From an optimization exercise on the open Yosys and OpenROAD flow, aimed at small area, a short achievable clock period and few clock cycles; shortcuts taken in it are not production practice.
In this exercise RTL edits were held to simulation tests only and were not proved equivalent to the original.

Setup of oak:
// CVAE_top
module CVAE_top #(
    parameter ADDR_WIDTH = 16,
    parameter DATA_WIDTH = 32
)(
    input wire clk,
    input wire rst_n,
    input wire start,
    output reg finish,
    input wire [DATA_WIDTH-1:0] init_data,
    output reg sram_state_wea,
    output reg [ADDR_WIDTH-1:0] sram_state_addr,
    output wire [DATA_WIDTH-1:0] sram_state_wdata,
    output reg [ADDR_WIDTH-1:0] sram_weight_addr,
    input wire [DATA_WIDTH-1:0] sram_weight_rdata,
    output reg [ADDR_WIDTH-1:0] sram_bias_addr,
    input wire [DATA_WIDTH-1:0] sram_bias_rdata,
    output reg [5:0] seq_lens
);
==> flow/config.mk <==
export PLATFORM = sky130hd
export DESIGN_NAME = CVAE_top
export DESIGN_NICKNAME = CVAE_top
export VERILOG_FILES = /design/flow/design.v
export SDC_FILE = /design/flow/constraint.sdc
export NUM_CORES = 8
export LEC_CHECK = 0
export ABC_AREA = 1
export CAP_MARGIN = 20
export CORE_MARGIN = 2
export CORE_UTILIZATION = 40
export CTS_CLUSTER_DIAMETER = 70
export CTS_CLUSTER_SIZE = 30
export SLEW_MARGIN = 20
==> flow/constraint.sdc <==
create_clock -name core_clock -period 13.0 [get_ports {clk}]
set_input_delay 2.6000 -clock core_clock [delete_from_list [all_inputs] [get_ports {clk}]]
set_output_delay 2.6000 -clock core_clock [all_outputs]
set_load 0.01 [all_outputs]
standard.sh (not shown) runs the stock make flow with config.mk's settings and CLKGATE_MAP_FILE= SYNTH_SCRIPT=/design/flow/synth_recipe.tcl, a recipe that flattens the netlist after the stock synthesis.
==> flow/flow/run.sh <==
#!/bin/bash
# Standard layout (the standard.sh, all steps unchanged) with a larger
# setup-slack target for the resizer's repair_timing passes, so that it
# works on paths well inside the clock period. The SDC is not touched.
set -euo pipefail
bash standard.sh SETUP_SLACK_MARGIN=8.9 finish > standard_make.log 2>&1
oak went all the way through the flow, and no timing, DRC or antenna check failed.
Testbench counts of oak, summed over its fixed seeds: cycles 9,131,180.
diff inputs: oak => pine
==> flow/flow/run.sh <==
#!/bin/bash
# Standard layout (the standard.sh, all steps unchanged) with a larger
# setup-slack target for the resizer's repair_timing passes, so that it
# works on paths well inside the clock period, and a clock tree built
# without dummy balancing loads. The SDC is not touched.
set -euo pipefail
bash standard.sh SETUP_SLACK_MARGIN=8.9 \
  "CTS_ARGS=-sink_clustering_enable -repair_clock_nets -sink_clustering_size 24 -sink_clustering_max_diameter 60 -dont_use_dummy_load" \
  finish > standard_make.log 2>&1
diff --git a/flow/config.mk b/flow/config.mk
--- a/flow/config.mk
+++ b/flow/config.mk
@@ -12,2 +12,2 @@
-export CTS_CLUSTER_DIAMETER = 70
-export CTS_CLUSTER_SIZE = 30
+export CTS_CLUSTER_DIAMETER = 60
+export CTS_CLUSTER_SIZE = 24
### Flow results
Diff oak and pine: final critical delay including setup and external delays higher in pine
In pine relative to oak, post-CTS setup buffer count had gone down by a few percent.
Between oak and pine, average via count per standard cell increased.
Compared with oak, violation count after the first detailed-routing iteration in pine decreased slightly.
pine: data required time of the critical path 0.07 ns below oak
In the reports for oak and pine, the larger clock tree buffer count of the final layout belongs to pine.
Relative to oak, the smallest setup slack after layout of pine is lower by 0.0095 ns.
TritonCTS buffer count, oak and pine: larger value in pine
> inputs changed (pine -> birch)
==> flow/flow/run.sh <==
#!/bin/bash
# Standard layout (the standard.sh, all steps unchanged) with a larger
# setup-slack target for the resizer's repair_timing passes, so that it
# works on paths well inside the clock period. The SDC is not touched.
set -euo pipefail
bash standard.sh SETUP_SLACK_MARGIN=8.9 finish > standard_make.log 2>&1
diff --git a/flow/config.mk b/flow/config.mk
--- a/flow/config.mk
+++ b/flow/config.mk
@@ -13,0 +14 @@
+export PLACE_DENSITY = 0.5
Results
pine → birch: peak per-stage delay on the critical path -0.18 ns; achievable clock frequency increased about 1.1%. Against pine, birch comes in 0.35 points lower on final period utilization.
Setup changes, birch to maple
diff --git a/flow/config.mk b/flow/config.mk
--- a/flow/config.mk
+++ b/flow/config.mk
@@ -9 +9 @@
-export CAP_MARGIN = 20
+export CAP_MARGIN = 5
@@ -14,2 +14 @@
-export PLACE_DENSITY = 0.5
-export SLEW_MARGIN = 20
+export SLEW_MARGIN = 5
## What came out
Both conditions hold for maple: the flow ran to the end and the final layout passed the timing, design-rule and antenna checks. Summary of the comparison: source-to-sink clock delay at the later pin of the worst-skew pair is lower in maple, relative to birch. Cell area: maple and birch compared, higher one is birch. Max non-clock buffer count across maple and birch: birch. Compare maple and birch | highest fanout seen on the critical path lower: maple. Buffers plus inverters on the worst setup path: maple and birch compared, higher one is birch.

## port drivers added, routing unchanged
No port has a modelled driver above. Below, the same layouts with a new extraction and two added sets of constraints.
Step 1 sets driving cells, clkbuf_16 on the clock port and buf_2 on the other inputs (assumed; they add their load-dependent delay and slew).
Step 2 moves the port delays by t, midway between the first and last clock arrival at a register: inputs arrive t later, outputs are due t later. That takes back most of the time a late clock gives input paths.
a / b / c = no drivers / after step 1 / after step 2; a / b = the first two.
run | t, ns | setup WS [ns] | worst setup path after step 2 | slew at the worst register clock pin (ns) | worst slew at a driven data input, ns
oak | 0.973 | 8.850 / 8.781 / 8.287 | input to register | 0.12 / 0.12 | 0.11
pine | 0.965 | 8.841 / 8.813 / 8.276 | input to register | 0.09 / 0.09 | 0.11
birch | 1.002 | 8.887 / 8.785 / 8.300 | input to register | 0.09 / 0.09 | 0.08
maple | 1.002 | 8.862 / 8.756 / 8.273 | input to register | 0.09 / 0.09 | 0.09
After both steps setup and hold are still met in every run listed. For maple, which loses most, drivers alone change the setup slack by -0.106 ns; drivers and shift together by -0.589 ns.
